This design comes from an exercise in tuning for a short achievable clock period and few clock cycles on the open sky130 flow, not from production work. In this exercise RTL edits were held to simulation tests only and were not proved equivalent to the original. No activity file was given, so power comes from the tool's default toggle rates.

`constraint.sdc`:
```
create_clock -name core_clock -period 13.0 [get_ports {CLK}]
set_input_delay 2.6000 -clock core_clock [delete_from_list [all_inputs] [get_ports {CLK}]]
set_output_delay 2.6000 -clock core_clock [all_outputs]
set_load 0.01 [all_outputs]
```
`design.v`:
```
module ctrol (OPCODE, MemRead, RegWrite, RegDst, ALUSrc, Branch, Brchne, MemWrite, MemtoReg, Jump, Jal, ALUOp);
	input wire [5:0] OPCODE;
	output reg [1:0] RegDst, ALUSrc;
	output reg MemtoReg, MemRead, RegWrite, Branch, Brchne, MemWrite, Jump, Jal;
	output reg [2:0] ALUOp;
	always @(*) begin
		RegWrite <= 1'b0;
		RegDst <= 2'b00;
		ALUSrc <= 2'b00;
		Branch <= 1'b0;
		Brchne <= 1'b0;
		MemWrite <= 1'b0;
		MemtoReg <= 1'b0;
		Jump <= 1'b0;
		Jal <= 1'b0;
		ALUOp <= 3'b000;
		MemRead <= 1'b0;
		case(OPCODE)
			0: begin
                RegWrite <= 1'b1;
                RegDst <= 2'b01;
                ALUSrc <= 2'b00;
                Branch <= 1'b0;
                Brchne <= 1'b0;
                MemWrite <= 1'b0;
                MemtoReg <= 1'b0;
                Jump <= 1'b0;
                Jal <= 1'b0;
                ALUOp <= 3'b110;
                MemRead <= 1'b0;
			end
			35: begin
                RegWrite <= 1'b1;
                RegDst <= 2'b00;
                ALUSrc <= 2'b01;
                Branch <= 1'b0;
                Brchne <= 1'b0;
                MemWrite <= 1'b0;
                MemtoReg <= 1'b1;
                Jump <= 1'b0;
                Jal <= 1'b0;
                ALUOp <= 3'b000;
                MemRead <= 1'b1;
			end
			43: begin
                RegWrite <= 1'b0;
                RegDst <= 2'b00;
                ALUSrc <= 2'b01;
                Branch <= 1'b0;
                Brchne <= 1'b0;
                MemWrite <= 1'b1;
                MemtoReg <= 1'b0;
                Jump <= 1'b0;
                Jal <= 1'b0;
                ALUOp <= 3'b000;
                MemRead <= 1'b0;
			end
			4: begin
                RegWrite <= 1'b0;
                RegDst <= 2'b00;
                ALUSrc <= 2'b00;
                Branch <= 1'b1;
                Brchne <= 1'b0;
                MemWrite <= 1'b0;
                MemtoReg <= 1'b0;
                Jump <= 1'b0;
                Jal <= 1'b0;
                ALUOp <= 3'b001;
                MemRead <= 1'b0;
			end
            5: begin
                RegWrite <= 1'b0;
                RegDst <= 2'b00;
                ALUSrc <= 2'b00;
                Branch <= 1'b0;
                Brchne <= 1'b1;
                MemWrite <= 1'b0;
                MemtoReg <= 1'b0;
                Jump <= 1'b0;
                Jal <= 1'b0;
                ALUOp <= 3'b001;
                MemRead <= 1'b0;
			end
            8: begin
                RegWrite <= 1'b1;
                RegDst <= 2'b00;
                ALUSrc <= 2'b01;
                Branch <= 1'b0;
                Brchne <= 1'b0;
                MemWrite <= 1'b0;
                MemtoReg <= 1'b0;
                Jump <= 1'b0;
                Jal <= 1'b0;
                ALUOp <= 3'b000;
                MemRead <= 1'b0;
			end
            2: begin
                RegWrite <= 1'b0;
                RegDst <= 2'b00;
                ALUSrc <= 2'b00;
                Branch <= 1'b0;
                Brchne <= 1'b0;
                MemWrite <= 1'b0;
                MemtoReg <= 1'b0;
                Jump <= 1'b1;
                Jal <= 1'b0;
                ALUOp <= 3'b000;
                MemRead <= 1'b0;
			end
            3: begin
                RegWrite <= 1'b1;
                RegDst <= 2'b10;
                ALUSrc <= 2'b00;
                Branch <= 1'b0;
                Brchne <= 1'b0;
                MemWrite <= 1'b0;
                MemtoReg <= 1'b0;
                Jump <= 1'b1;
                Jal <= 1'b1;
                ALUOp <= 3'b000;
                MemRead <= 1'b0;
			end
            12: begin
                RegWrite <= 1'b1;
                RegDst <= 2'b00;
                ALUSrc <= 2'b10;
                Branch <= 1'b0;
                Brchne <= 1'b0;
                MemWrite <= 1'b0;
                MemtoReg <= 1'b0;
                Jump <= 1'b0;
                Jal <= 1'b0;
                ALUOp <= 3'b010;
                MemRead <= 1'b0;
			end
            13: begin
                RegWrite <= 1'b1;
                RegDst <= 2'b00;
                ALUSrc <= 2'b10;
                Branch <= 1'b0;
                Brchne <= 1'b0;
                MemWrite <= 1'b0;
                MemtoReg <= 1'b0;
                Jump <= 1'b0;
                Jal <= 1'b0;
                ALUOp <= 3'b011;
                MemRead <= 1'b0;
			end
            14: begin
                RegWrite <= 1'b1;
                RegDst <= 2'b00;
                ALUSrc <= 2'b10;
                Branch <= 1'b0;
                Brchne <= 1'b0;
                MemWrite <= 1'b0;
                MemtoReg <= 1'b0;
                Jump <= 1'b0;
                Jal <= 1'b0;
                ALUOp <= 3'b100;
                MemRead <= 1'b0;
			end
            10: begin
                RegWrite <= 1'b1;
                RegDst <= 2'b00;
                ALUSrc <= 2'b01;
                Branch <= 1'b0;
                Brchne <= 1'b0;
                MemWrite <= 1'b0;
                MemtoReg <= 1'b0;
                Jump <= 1'b0;
                Jal <= 1'b0;
                ALUOp <= 3'b101;
                MemRead <= 1'b0;
			end
            11: begin
                RegWrite <= 1'b1;
                RegDst <= 2'b00;
                ALUSrc <= 2'b01;
                Branch <= 1'b0;
                Brchne <= 1'b0;
                MemWrite <= 1'b0;
                MemtoReg <= 1'b0;
                Jump <= 1'b0;
                Jal <= 1'b0;
                ALUOp <= 3'b101;
                MemRead <= 1'b0;
			end
            15: begin
                RegWrite <= 1'b1;
                RegDst <= 2'b00;
                ALUSrc <= 2'b11;
                Branch <= 1'b0;
                Brchne <= 1'b0;
                MemWrite <= 1'b0;
                MemtoReg <= 1'b0;
                Jump <= 1'b0;
                Jal <= 1'b0;
                ALUOp <= 3'b000;
                MemRead <= 1'b0;
			end
			default: ;
		endcase
	end
endmodule
module ulactrol(
        input wire [5:0] funct,
        input wire [2:0] ALUOp,
        output JR, shamt,
        output reg [3:0] OP);
    reg [3:0] operational;
    always @(*) begin
        case(funct)
            6'b100000: operational = 4'b0000; 
            6'b100010: operational = 4'b0001; 
            6'b100100: operational = 4'b0011; 
            6'b100111: operational = 4'b0100; 
            6'b100101: operational = 4'b0101; 
            6'b100110: operational = 4'b0110; 
            6'b000000: operational = 4'b0111; 
            6'b000100: operational = 4'b1000; 
            6'b000010:  operational = 4'b1001; 
            6'b000110: operational = 4'b1010; 
            6'b000011: operational = 4'b1100; 
            6'b000111: operational = 4'b1101;
            6'b101010: operational = 4'b1110; 
            6'b101011: operational = 4'b1111; 
            default: operational = 4'b0000;
        endcase
    end
    always @(*) begin
        case(ALUOp)
            3'b000: OP = 4'b0000; 
            3'b001: OP = 4'b0001; 
            3'b010: OP = 4'b0011; 
            3'b011: OP = 4'b0101; 
            3'b100: OP = 4'b0110; 
            3'b110: OP = operational; 
            3'b101: OP = 4'b1110; 
            3'b111: OP = 4'b1111; 
            default: OP = 4'b0000; 
        endcase
    end
    assign JR = (ALUOp == 3'b110) ? ((funct == 6'b001000) ? 1'b1 : 1'b0) : 1'b0;
    assign shamt = (ALUOp == 3'b110) ? ((funct == 6'b000000 || funct == 6'b000010 || funct == 6'b000011) ? 1'b1 : 1'b0) : 1'b0;
endmodule
module ula(
     	input		[3:0]		OP, 
		input		[4:0] 		shamt,
		input		[31:0]		In2,
		input		[31:0]		In1,
		output reg	[31:0]		result,
		output					Zero_flag
    );
	 reg signed [31:0]signed_In2, signed_In1;
    always @(*)
    begin
	 signed_In1 = In1;
	 signed_In2 = In2;
        case(OP)
				4'b0000: result <= (In1 + In2); 
            4'b0001: result <= (In1 - In2); 
            4'b0011: result <= (In1 & In2); 
				4'b0100: result <= ~(In1 | In2); 
				4'b0101: result <= (In1 | In2); 
				4'b0110: result <= (In1 ^ In2); 
				4'b0111: result <= (In2 << (In1)); 
				4'b1000: result <= (In1 << (In2)); 
				4'b1001: result <= (In2 >> (In1)); 
				4'b1010: result <= (In1 >> (In2)); 
				4'b1110: result <=  ((signed_In1 < signed_In2) ? 32'b1 : 32'b0); 
				4'b1111: result <= ((In1 < In2) ? 32'b1 : 32'b0) ; 
            default: result <= 32'b0;
        endcase
    end
	assign Zero_flag = (result == 32'b0);
endmodule
module regfile (
    input [4:0] ReadAddr1, ReadAddr2, WriteAddr,
	 input [31:0] WriteData,
    output reg [31:0] ReadData1, ReadData2, 
    input Clock, RegWrite, Reset
);
    reg [31:0] registradores [31:0];
	 integer i;
    always @(*) begin
        ReadData1 = registradores[ReadAddr1];
    end
    always @(*) begin
        ReadData2 = registradores[ReadAddr2];
    end
    always @(posedge Clock or posedge Reset) begin
        if (Reset) begin
            for(i=0;i<32;i=i+1) begin
            registradores[i] <= 32'b0;
            end
        end else begin
            if (RegWrite && WriteAddr != 32'b0) begin
                registradores[WriteAddr] <= WriteData;
            end
        end
    end
endmodule
module PC(
	input clock, 
	input reset,
	input [31:0] nextPC, 
	output reg [31:0] PC
);
	always @(posedge clock or posedge reset) begin
		if (reset) PC <= 32'b0;
		else PC <= nextPC;
	end
endmodule
module Mux_4x1_NBits #(
    parameter Bits = 2
)
(
    input [1:0] sel,
    input [(Bits - 1):0] in_0,
    input [(Bits - 1):0] in_1,
    input [(Bits - 1):0] in_2,
    input [(Bits - 1):0] in_3,
    output reg [(Bits - 1):0] out
);
    always @ (*) begin
        case (sel)
            2'h0: out = in_0;
            2'h1: out = in_1;
            2'h2: out = in_2;
            2'h3: out = in_3;
            default:
                out = 'h0;
        endcase
    end
endmodule
module Mux_2x1_NBits #(
    parameter Bits = 2
)
(
    input [0:0] sel,
    input [(Bits - 1):0] in_0,
    input [(Bits - 1):0] in_1,
    output reg [(Bits - 1):0] out
);
    always @ (*) begin
        case (sel)
            1'h0: out = in_0;
            1'h1: out = in_1;
            default:
                out = 'h0;
        endcase
    end
endmodule
module Addr32_0(
   input [31:0] a, 
   b,
   output [31:0] out);
   assign out = a + b;
endmodule
module DIG_BitExtender #(
    parameter inputBits = 2,
    parameter outputBits = 4
)
(
    input [(inputBits-1):0] in,
    output [(outputBits - 1):0] out
);
    assign out = {{(outputBits - inputBits){in[inputBits - 1]}}, in};
endmodule
module Shift32(
   input [31:0] a, 
   shamt,
   output [31:0] out);
   assign out = a << shamt;
endmodule
module Addr32_1(
   input [31:0] a, 
   b,
   output [31:0] out);
   assign out = a + b;
endmodule
module mips_verilog (
  input CLK,
  input RST,
  output [31:0] imem_addr,
  input [31:0] imem_data,
  output [31:0] dmem_addr,
  output [31:0] dmem_wdata,
  output dmem_we,
  input [31:0] dmem_rdata
);
  wire [31:0] PC_temp;
  wire [31:0] NextPC;
  wire [5:0] opcode;
  wire MemToReg;
  wire MemRead;
  wire RegWrite;
  wire Branch;
  wire BranchNe;
  wire MemWrite;
  wire Jump;
  wire Jal;
  wire [1:0] RegDst;
  wire [1:0] ALUSrc;
  wire [2:0] ALUOp;
  wire [31:0] instr;
  wire [25:0] j_address;
  wire [15:0] immediate;
  wire [4:0] s0;
  wire [4:0] s1;
  wire [5:0] funct;
  wire [4:0] shamt;
  wire [4:0] rd;
  wire [31:0] RegWD;
  wire [4:0] RegWAddr;
  wire [31:0] RegData1;
  wire [31:0] s2;
  wire [31:0] ALUResult_temp;
  wire [31:0] MemData_temp;
  wire PCSrc;
  wire [31:0] PCPlus4;
  wire [31:0] PCBranch;
  wire [31:0] NPC0;
  wire [31:0] PCJump;
  wire [31:0] NPC1;
  wire JumpRegister;
  wire [31:0] ALUMem;
  wire [31:0] In1;
  wire [31:0] In2;
  wire [3:0] Op;
  wire zero;
  wire UseShamt;
  wire [27:0] s_j_addr;
  wire [59:0] s3;
  wire [31:0] sign_imm;
  wire [31:0] zero_imm;
  wire [31:0] branch_offset;
  wire [31:0] upper_imm;
  wire [31:0] sign_shamt;
  regfile RegFile_i0 (
    .WriteData( RegWD ),
    .ReadAddr1( s1 ),
    .ReadAddr2( s0 ),
    .WriteAddr( RegWAddr ),
    .RegWrite( RegWrite ),
    .Clock( CLK ),
    .Reset( RST ),
    .ReadData1( RegData1 ),
    .ReadData2( s2 )
  );
  assign MemData_temp = MemRead ? dmem_rdata : 32'b0;
  Mux_4x1_NBits #(
    .Bits(32)
  )
  Mux_4x1_NBits_i2 (
    .sel( ALUSrc ),
    .in_0( s2 ),
    .in_1( sign_imm ),
    .in_2( zero_imm ),
    .in_3( upper_imm ),
    .out( In2 )
  );
  Mux_2x1_NBits #(
    .Bits(32)
  )
  Mux_2x1_NBits_i3 (
    .sel( UseShamt ),
    .in_0( RegData1 ),
    .in_1( sign_shamt ),
    .out( In1 )
  );
  ula Ula_i4 (
    .In1( In1 ),
    .In2( In2 ),
    .OP( Op ),
    .result( ALUResult_temp ),
    .Zero_flag( zero )
  );
  Mux_2x1_NBits #(
    .Bits(32)
  )
  Mux_2x1_NBits_i5 (
    .sel( MemToReg ),
    .in_0( ALUResult_temp ),
    .in_1( MemData_temp ),
    .out( ALUMem )
  );
  Mux_2x1_NBits #(
    .Bits(32)
  )
  Mux_2x1_NBits_i6 (
    .sel( JumpRegister ),
    .in_0( NPC1 ),
    .in_1( ALUMem ),
    .out( NextPC )
  );
  assign PCSrc = ((~ zero & BranchNe) | (zero & Branch));
  Mux_2x1_NBits #(
    .Bits(32)
  )
  Mux_2x1_NBits_i7 (
    .sel( Jal ),
    .in_0( ALUMem ),
    .in_1( PCPlus4 ),
    .out( RegWD )
  );
  PC PC_i8 (
    .clock( CLK ),
    .reset( RST ),
    .nextPC( NextPC ),
    .PC( PC_temp )
  );
  assign instr = imem_data;
  Addr32_0 Addr32_0_i10 (
    .a( PC_temp ),
    .b( 32'b1 ),
    .out( PCPlus4 )
  );
  assign j_address = instr[25:0];
  assign opcode = instr[31:26];
  ctrol Control_i11 (
    .OPCODE( opcode ),
    .MemtoReg( MemToReg ),
    .MemRead( MemRead ),
    .RegWrite( RegWrite ),
    .Branch( Branch ),
    .Brchne( BranchNe ),
    .MemWrite( MemWrite ),
    .Jump( Jump ),
    .Jal( Jal ),
    .RegDst( RegDst ),
    .ALUSrc( ALUSrc ),
    .ALUOp( ALUOp )
  );
  assign s_j_addr[25:0] = j_address;
  assign s_j_addr[27:26] = 2'b0;
  assign immediate = j_address[15:0];
  assign s0 = j_address[20:16];
  assign s1 = j_address[25:21];
  assign s3[27:0] = s_j_addr;
  assign s3[59:28] = PCPlus4;
  DIG_BitExtender #(
    .inputBits(16),
    .outputBits(32)
  )
  DIG_BitExtender_i12 (
    .in( immediate ),
    .out( sign_imm )
  );
  assign zero_imm[15:0] = immediate;
  assign zero_imm[31:16] = 16'b0;
  assign upper_imm[15:0] = immediate;
  assign upper_imm[31:16] = 16'b0;
  assign funct = immediate[5:0];
  assign shamt = immediate[10:6];
  assign rd = immediate[15:11];
  ulactrol UlaCtrl_i13 (
    .ALUOp( ALUOp ),
    .funct( funct ),
    .OP( Op ),
    .shamt( UseShamt ),
    .JR( JumpRegister )
  );
  Mux_4x1_NBits #(
    .Bits(5)
  )
  Mux_4x1_NBits_i14 (
    .sel( RegDst ),
    .in_0( s0 ),
    .in_1( rd ),
    .in_2( 5'b1 ),
    .in_3( 5'b0 ),
    .out( RegWAddr )
  );
  DIG_BitExtender #(
    .inputBits(5),
    .outputBits(32)
  )
  DIG_BitExtender_i15 (
    .in( shamt ),
    .out( sign_shamt )
  );
  Shift32 Shift32_i16 (
    .a( sign_imm ),
    .shamt( 32'b10 ),
    .out( branch_offset )
  );
  assign PCJump = {PCPlus4[31:26], j_address};
  Addr32_1 Addr32_1_i17 (
    .a( PCPlus4 ),
    .b( branch_offset ),
    .out( PCBranch )
  );
  Mux_2x1_NBits #(
    .Bits(32)
  )
  Mux_2x1_NBits_i18 (
    .sel( PCSrc ),
    .in_0( PCPlus4 ),
    .in_1( PCBranch ),
    .out( NPC0 )
  );
  Mux_2x1_NBits #(
    .Bits(32)
  )
  Mux_2x1_NBits_i19 (
    .sel( Jump ),
    .in_0( NPC0 ),
    .in_1( PCJump ),
    .out( NPC1 )
  );
  assign imem_addr = PC_temp;
  assign dmem_addr = ALUResult_temp;
  assign dmem_wdata = s2;
  assign dmem_we = MemWrite;
endmodule
```
`config.mk`:
```
export PLATFORM = sky130hd
export DESIGN_NAME = mips_verilog
export DESIGN_NICKNAME = mips_verilog
export VERILOG_FILES = /design/flow/design.v
export SDC_FILE = /design/flow/constraint.sdc
export NUM_CORES = 4
export LEC_CHECK = 0
export CAP_MARGIN = 20
export CELL_PAD_IN_SITES_DETAIL_PLACEMENT = 2
export CELL_PAD_IN_SITES_GLOBAL_PLACEMENT = 2
export CORE_MARGIN = 2
export CORE_UTILIZATION = 25
export GPL_ROUTABILITY_DRIVEN = 1
export PLACE_DENSITY = 0.35
export SETUP_SLACK_MARGIN = 0.3
export SLEW_MARGIN = 20
```
`run.sh`:
```
#!/bin/bash
# synth_recipe.tcl (not shown) runs the flow's synth.tcl, then flattens the netlist and writes it again
# the make line also repeats each setting of config.mk as NAME=value (left out here)
make -C /OpenROAD-flow-scripts/flow DESIGN_CONFIG=/design/flow/config.mk WORK_HOME=/design/flow/orfs CLKGATE_MAP_FILE= SYNTH_SCRIPT=/design/flow/synth_recipe.tcl finish
```
==> impl_results.md <==
* Critical path class: in -> out
* Synth Flop Type: dfrtp_1
* Seq cells post-synth at 1,056
* Die width at approximately 530 µm
* Sequential share of power at 31.8%
* Share of layout cells above drive strength 1 at between 10% and 20%
* Die Y at 534 µm
* Switching power at approximately 5.6 mW
* Clk latency of the worst-skew pair at 0.87 ns
* Overall Global Routing Usage at approximately two fifths
* CTS Hold Bufs at 0
* Crit path max fanout at 18
* Vias per std cell at 6.27
* Die ar. at approximately 0.28 mm²
* CTS tree: yes
* Sequential area share after synthesis at between 30 and 40%
* Startpoint Class: primary input
* Ys async rst share at 100%
* Status: no timing/DRC/antenna violations
* Area contributors post-synth: dfrtp_1 (38%), o21ai_0 (8.0%), nand2_1 (6.8%)
* Site Rows at ~190
* Met3 Wirelength at 41,100 µm
* Yosys top cell by area: dfrtp_1
* Port-buffer cells at approximately 160
* H-tree depth at 4
* Initial antenna violation count at 75
* Crit end category: output pin
* Synth unique cells at around 110
* TNS Setup at 0 ns
* Leak Pwr at just under 40 nW
* Number of remaining DRC errors at 0
* Routability cong. at between 1 and 1.5
* Flop2flop setup slack at around 4.2 ns
* Max layer used: met5
* Most frequent cells in the layout: nand2_1 (1,242), o21ai_0 (1,123), dfrtp_1 (1,056)
* Metal2 WL at about 270,000 µm
* Ys Warns at 9
* Cell with the most instances on the worst path: buf_4
* Syn_nets at around 8,800
* Root Buffer: clkbuf_16
* Clk slew on worst S/H paths at 0.05 ns
* Routed wire length at between 500,000 and 600,000 µm
* Layout Utilization at a little under a third
* I/O pin cnt at between 150 and 200
* ANT nets after route at 0
* Detail Placement HPWL at 431,000 µm
* Final hold viol count at 0
* Fin nets at 9,117
* CP max stage delay at just over 0.9 ns
* Max-cap violations at 0
* Yosys top cell area share at roughly 38%
* Hold/Removal Path Class: reg -> reg
* Worst-Margin Slew at roughly 1.3 ns
* Core box area at ~0.28 mm²
* First-pass GRT wire length at approximately 790,000 µm
* VDD IR max at 0.0000922 V
* Vias at about 80,000
* CP Data Arrival Time at 10.13 ns
* Comb pwr share at roughly 37%
* Max-slew violation count at 0
* Synth Cell Area at around 0.07 mm²
* P_int at roughly 7.7 mW
* Vias in the first global route at between 80,000 and 90,000
* Max Fclk at about 80 MHz
* DR WL/cell at 46.7 µm
* Met1 WL at roughly 240,000 µm
* Slowest cell on crit path: o22ai_1
* Post-synth EDFFs at 0
* Pre-antenna DRT Iters at 6
* Initial Utilization at 25.1%
* Power per cell area at 155 mW/mm²
* Synth Instances at between 8,000 and 9,000
* Final Setup Violations at 0
* Largest net degree at the start of global routing at roughly 130
* Clk pwr share at a little under a third
* Final period util at a little over nine tenths
* Area grow syn2layout at 23.3%
* Initial DRC count at between 8,000 and 9,000
* CTS sink cnt at about 1,100
* Commonest non-fill, non-tap cell in the layout: nand2_1
* Total grt overflow at 0
* RSZ-0062 raised after global routing: true
* Total CTS buffers at approximately 150
* Synth Area per Inst at between 8 and 9 µm²
* Max-slew headroom at between 10 and 15%
* Tmin final at about 13 ns
* Sw Share at between 40% and 50%
* Critical Path RT at between 10 and 15 ns
* Clk buf depth at 4
* Clock Skew at ~0.068 ns
[critical path: cells and delay by family]
| family | cells | cell delay (ns) |
|---|---|---|
| adders and majority gates | 1 | 0.25 |
| and+or+nand+nor | 6 | 1.34 |
| buffers and inverters | 11 | 2.51 |
| xor gates and xnor gates | 1 | 0.25 |
| AOI/OAI and AO/OA | 10 | 3.12 |
[kinds of logic (layout without fill, tap and decap cells)]
logic type / count (synthesis) / count (layout) / share of synthesized area (%)
buf+inv: 966 / 1401 / 6.07
other cells: 0 / 34 / 0
fa+ha+maj: 135 / 135 / 2.44
mux: 337 / 337 / 5.06
flops: 1056 / 1056 / 37.7
compound gates: 2504 / 2504 / 22.8
simple gates: 3481 / 3481 / 24.6
xor+xnor: 107 / 107 / 1.34
[synthesized netlist by cell type, types with 14 or more instances]
library cell / count
nand2_1: 1278
o21ai_0: 1126
dfrtp_1: 1056
and3_1: 607
clkbuf_1: 562
nand3_1: 467
nor2_1: 409
a21oi_1: 307
mux2i_1: 286
a22oi_1: 285
nand4_1: 187
buf_2: 179
a2111oi_0: 147
ha_1: 132
inv_1: 117
nor3_1: 97
xnor2_1: 84
a221oi_1: 75
nor4_1: 73
o22ai_1: 61
and4_1: 48
nor2b_1: 44
a22o_1: 41
a211oi_1: 40
nand2b_1: 39
or3_1: 39
mux2_2: 38
o211ai_1: 37
buf_6: 36
nand3b_1: 35
buf_1: 34
a31oi_1: 32
and2_1: 31
o21a_1: 29
buf_4: 28
or4_1: 26
a32oi_1: 24
o221ai_1: 24
o31ai_1: 23
xor2_1: 23
a21o_1: 22
or2_2: 21
a221o_1: 19
a2111o_1: 15
a32o_1: 14
[power groups by stage]
stage          clock network (mW)  registers, mW  logic (mW)
3_5_place_dp                    0           4.30        4.78
3_3_place_gp                    0           4.30        4.71
4_1_cts                      4.24           4.25        4.82
5_1_grt                      4.37           4.29        5.12
2_1_floorplan                   0           4.04        2.20
6_report                     4.19           4.26        4.92
[registers in the layout (all words and copies together) (netlist names)]
signal	flops
RegFile_i0.registradores	1024
PC_i8.PC	32
[routing by layer]
metal	track usage, %	vias to the layer above
met2	64.4	3878
met1	50.1	42649
met3	7.57	1392
met5	0	-
met4	28.6	28
li1	-	32196
[final cells by class]
class                   count  area, µm²
diodes                     34       85.1
clock buffers             215       4290
clock inverters            38        472
fillers                 31458     193000
inverters                 125        474
multi-input cells        6564      41100
flip-flops and latches   1056      26400
well taps                3724       4660
repair buffers           1023       8970
[per-stage QoR]
stage / total power [mW] / area, µm² / instances / setup WS, ns / hold WS [ns]
floorplan: 6.24 / 70100 / 8586 / -4.16 / 0.444
global placement: 9.00 / 80900 / 12461 / -1.22 / 0.385
detailed placement: 9.08 / 81000 / 12464 / -1.05 / 0.394
CTS: 13.3 / 86100 / 12736 / 0.311 / 0.407
global route: 13.8 / 86400 / 12751 / 0.264 / 0.420
finish: 13.4 / 86500 / 12779 / 0.272 / 0.405
[final timing paths]
check                                                       startpoint                                      endpoint  depth (start not counted)
setup / recovery                                         imem_data[24]                                 dmem_addr[26]                         29
hold / removal             RegFile_i0.registradores[0][18]$_DFFE_PP0P_   RegFile_i0.registradores[0][18]$_DFFE_PP0P_                          0
setup reg to reg           RegFile_i0.registradores[10][2]$_DFFE_PP0P_                        PC_i8.PC[18]$_DFF_PP0_                         33
hold reg to reg            RegFile_i0.registradores[0][18]$_DFFE_PP0P_   RegFile_i0.registradores[0][18]$_DFFE_PP0P_                          0
max in group asynchronous                                          RST  RegFile_i0.registradores[10][13]$_DFFE_PP0P_                          5
min in group asynchronous                                          RST   RegFile_i0.registradores[9][27]$_DFFE_PP0P_                          3
[timing repair]
item / in CTS / in global routing
setup buffers: 19 / 8
setup endpoints to repair: 10 / 4
resized for setup: 63 / 31
pin swaps: 14 / 10
Testbench counts, summed over its fixed seeds: cycles 13,195.

re-timing with driven ports:
The results above use ideal ports. As a check the final layout listed here was re-extracted and re-timed, cells and wires unchanged. Step 1 (the two cells are an assumption about what drives the block):
set clk [get_ports {CLK}]
set_driving_cell -lib_cell sky130_fd_sc_hd__clkbuf_16 $clk
set_driving_cell -lib_cell sky130_fd_sc_hd__buf_2 [delete_from_list [all_inputs] $clk]
Step 2 adds t to the input delays and takes it off the output delays; t is the mean of the earliest and latest rising clock arrival at the registers after step 1. Input paths then give back, and output paths get back, about the clock's delay inside the block. Three values: ideal, step 1, step 2; two values: the first two.
t (ns): 0.938
setup slack, ns: 0.272 / 0.161 / 0.161
clock arrival spread, ns: 0.068 / 0.069
worst slew at a driven data input, ns: 0.16
After both steps setup and hold are still met in this run. For this run, drivers alone change the setup slack by -0.111 ns; drivers and shift together by -0.111 ns.
